Background: an optimization exercise with open tools, aiming at small area. Do not read the settings as production practice.
Power figures rest on the tool's default switching activity, not on a simulated workload.

Setup of before:
==> flow/design.v (excerpt) <==
module sequencer(
    input  logic CLK100MHZ,
    input  logic rst,
    input  logic BTNU, BTND, BTNL, BTNR, BTNC, CPU_RESETN,
    input  logic SW15,SW14,SW13,SW12,SW11,SW10,SW9,SW8,SW7,SW6,SW5,SW4,SW3,SW2,SW1,SW0,
    output logic [15:0] LED,
    output logic LED16_R,
    output logic LED17_R, LED17_G, LED17_B,
    output logic [7:0] AN,
    output logic DP,CG,CF,CE,CD,CC,CB,CA,
    output logic AUD_PWM,
    output logic AUD_SD
);
localparam logic PLAY = 1'b0, STOP = 1'b1;
localparam logic [1:0] STEP = 2'd0, SETTING_NAME = 2'd1, SETTING_VALUE = 2'd2;
localparam logic [2:0] SIGNAL = 3'd0, NOTE = 3'd5;
localparam logic[7:0] A_SSEG = 8'h77, B_SSEG = 8'h7C, C_SSEG = 8'h39, D_SSEG = 8'h5E,
                      E_SSEG = 8'h79, F_SSEG = 8'h71, G_SSEG = 8'h3D, H_SSEG = 8'h76,
                      I_SSEG = 8'h30, K_SSEG = 8'h75, N_SSEG = 8'h37, L_SSEG = 8'h38,
                      O_SSEG = 8'h3F, P_SSEG = 8'h73, Q_SSEG = 8'h6F, R_SSEG = 8'h33,
                      S_SSEG = 8'h6D, T_SSEG = 8'h78, U_SSEG = 8'h3E, V_SSEG = 8'h3E,
                      Y_SSEG = 8'h6E, DP_SSEG = 8'h80;
localparam logic[7:0] ZERO_SSEG = 8'h3F, ONE_SSEG = 8'h06, TWO_SSEG = 8'h5B, THREE_SSEG = 8'h4F,
                      FOUR_SSEG = 8'h66, FIVE_SSEG = 8'h6D, SIX_SSEG = 8'h7D, SEVEN_SSEG = 8'h07,
                      EIGHT_SSEG = 8'h7F, NINE_SSEG = 8'h6F;
logic meta, reset;
always_ff @(posedge CLK100MHZ) begin
  meta  <= rst;
  reset <= rst | meta;
end
logic [7:0] refresh;
wire [7:0] refreshInc;
ha_chain #(8) u_refresh(.a(refresh), .ci(1'b1), .s(refreshInc), .co());
always_ff @(posedge CLK100MHZ)
  if (rst) refresh <= 8'd0;
  else     refresh <= refreshInc;
wire tick0 = (refresh[3:0] == 4'd0);    
wire tick9 = (refresh[3:0] == 4'd9);    
wire [5:0] btn_in = {CPU_RESETN, BTNC, BTNR, BTNL, BTND, BTNU};
logic [5:0] db;
logic [1:0] wcnt [0:5];
logic [5:0] dn;
logic [5:0] pulse;
genvar gb;
generate
  ...
export LEC_CHECK = 0
export ABC_AREA = 1
export CAP_MARGIN = 0
export CORE_AREA = 8 8 157 157
export DIE_AREA = 0 0 165 165
export SLEW_MARGIN = 0
create_clock -name core_clock -period 10.0 [get_ports {CLK100MHZ}]
standard.sh (not shown) runs the stock make flow with config.mk's settings and CLKGATE_MAP_FILE= SYNTH_SCRIPT=/design/flow/synth_recipe.tcl, a recipe that flattens the netlist after the stock synthesis.
==> flow/flow/run.sh <==
#!/bin/bash
# Own layout flow: the standard flow (standard.sh: the standard synthesis script and ORFS's
# make targets) with three changes:
# - ABC maps the combinational logic for area (resyn2 twice, &deepsyn, &dch -f, &nf) instead of ORFS's
#   area script (dch; map -B 0.9; buffer).  It runs after the flip-flops are mapped, so the registers,
#   their names and cells are the standard synthesis's.
# - the port buffers are sky130_fd_sc_hd__buf_1 (buffer_ports would pick a larger cell);
# - clock tree synthesis uses the standard arguments, clkbuf_4 buffers, clusters of at most
#   8 sinks, and no dummy loads.
# Every tool's output goes to the ORFS logs under orfs/logs and to make_finish.log here.
set -euo pipefail
work=$(pwd)
rm -rf "$work/scripts_local"
cp -r "$FLOW_HOME/scripts" "$work/scripts_local"
cat > "$work/scripts_local/abc_area.script" <<'ABC'
strash
balance; rewrite; refactor; balance; rewrite; rewrite -z; balance; refactor -z; rewrite -z; balance
balance; rewrite; refactor; balance; rewrite; rewrite -z; balance; refactor -z; rewrite -z; balance
&get -n
&deepsyn -T 30
&dch -f
&nf -R 1000
&put
topo
ABC
bash standard.sh \
  "SCRIPTS_DIR=$work/scripts_local" \
  "BUFFER_PORTS_ARGS=-buffer_cell sky130_fd_sc_hd__buf_1" \
  "CTS_ARGS=-sink_clustering_enable -repair_clock_nets -dont_use_dummy_load -sink_clustering_size 8 -sink_clustering_max_diameter 40 -buf_list sky130_fd_sc_hd__clkbuf_4" \
  finish > make_finish.log 2>&1
before | status: complete | timing, DRC, antenna: pass
The following lists how after was set up differently from before:
Settings: a change of SLEW_MARGIN from 0 to 20; a change of CAP_MARGIN from 0 to 20.
-- flow/flow/run.sh --
<<< before, line 7
# - the port buffers are sky130_fd_sc_hd__buf_1 (buffer_ports would pick a larger cell);
# - clock tree synthesis uses the standard arguments, clkbuf_4 buffers, clusters of at most
#   8 sinks, and no dummy loads.
# Every tool's output goes to the ORFS logs under orfs/logs and to make_finish.log here.
>>> after, line 7
# - the port buffers are sky130_fd_sc_hd__buf_1 (buffer_ports would pick a larger cell);
# - clock tree synthesis uses the standard arguments, clkbuf_8 buffers, clusters of at most
#   15 sinks, and no dummy loads.
# Every tool's output goes to the ORFS logs under orfs/logs and to make_finish.log here.
<<< before, line 28
  "BUFFER_PORTS_ARGS=-buffer_cell sky130_fd_sc_hd__buf_1" \
  "CTS_ARGS=-sink_clustering_enable -repair_clock_nets -dont_use_dummy_load -sink_clustering_size 8 -sink_clustering_max_diameter 40 -buf_list sky130_fd_sc_hd__clkbuf_4" \
  finish > make_finish.log 2>&1
>>> after, line 28
  "BUFFER_PORTS_ARGS=-buffer_cell sky130_fd_sc_hd__buf_1" \
  "CTS_ARGS=-sink_clustering_enable -repair_clock_nets -dont_use_dummy_load -sink_clustering_size 15 -sink_clustering_max_diameter 60 -buf_list sky130_fd_sc_hd__clkbuf_8" \
  finish > make_finish.log 2>&1
==> summary.txt <==
The estimated power of after ends up higher than the estimate for before.
Changes observed in after relative to before: clock skew now sits higher, wire length moved down.
As far as floorplan die height goes, after and before are indistinguishable; the numbers are identical.
Measured against each other, before and after differ in count of clock-buffer cells in the layout, the higher figure coming from before.
Between before and after, setup slack is higher for after, before comes in under that.
Comparing after with before, the final core utilization came out essentially unchanged.
Mean instance size in the synthesized netlist: before vs after identical
Between before and after, the leakage power is higher for before.
From after to before, number of remaining DRC errors did not move at all.
Between before and after, the overall routing resource usage is higher for before.
No run of this note included a check of the RTL's function; only the layout flow was run.

[static timing again, ports no longer ideal]
In the flow no input, the clock included, has a driving cell. The finished layouts below were timed again as built, in two steps. Step 1 (the two cells are an assumption about what drives the block):
set clk [get_ports {CLK100MHZ}]
set_driving_cell -lib_cell sky130_fd_sc_hd__clkbuf_16 $clk
set_driving_cell -lib_cell sky130_fd_sc_hd__buf_2 [delete_from_list [all_inputs] $clk]
Step 2 moves the port delays by t, midway between the first and last clock arrival at a register: inputs arrive t later, outputs are due t later. That takes back most of the time a late clock gives input paths. Three values: ideal, step 1, step 2; two values: the first two.
run	shift t [ns]	slack for setup (ns)	hold WS [ns]	cell pins on the clock port's net
before	0.652	0.603 / 0.603 / 0.603	0.298 / 0.298 / 0.298	1
after	0.548	0.617 / 0.617 / 0.617	0.268 / 0.268 / 0.268	1
After both steps setup and hold are still met in every run listed.
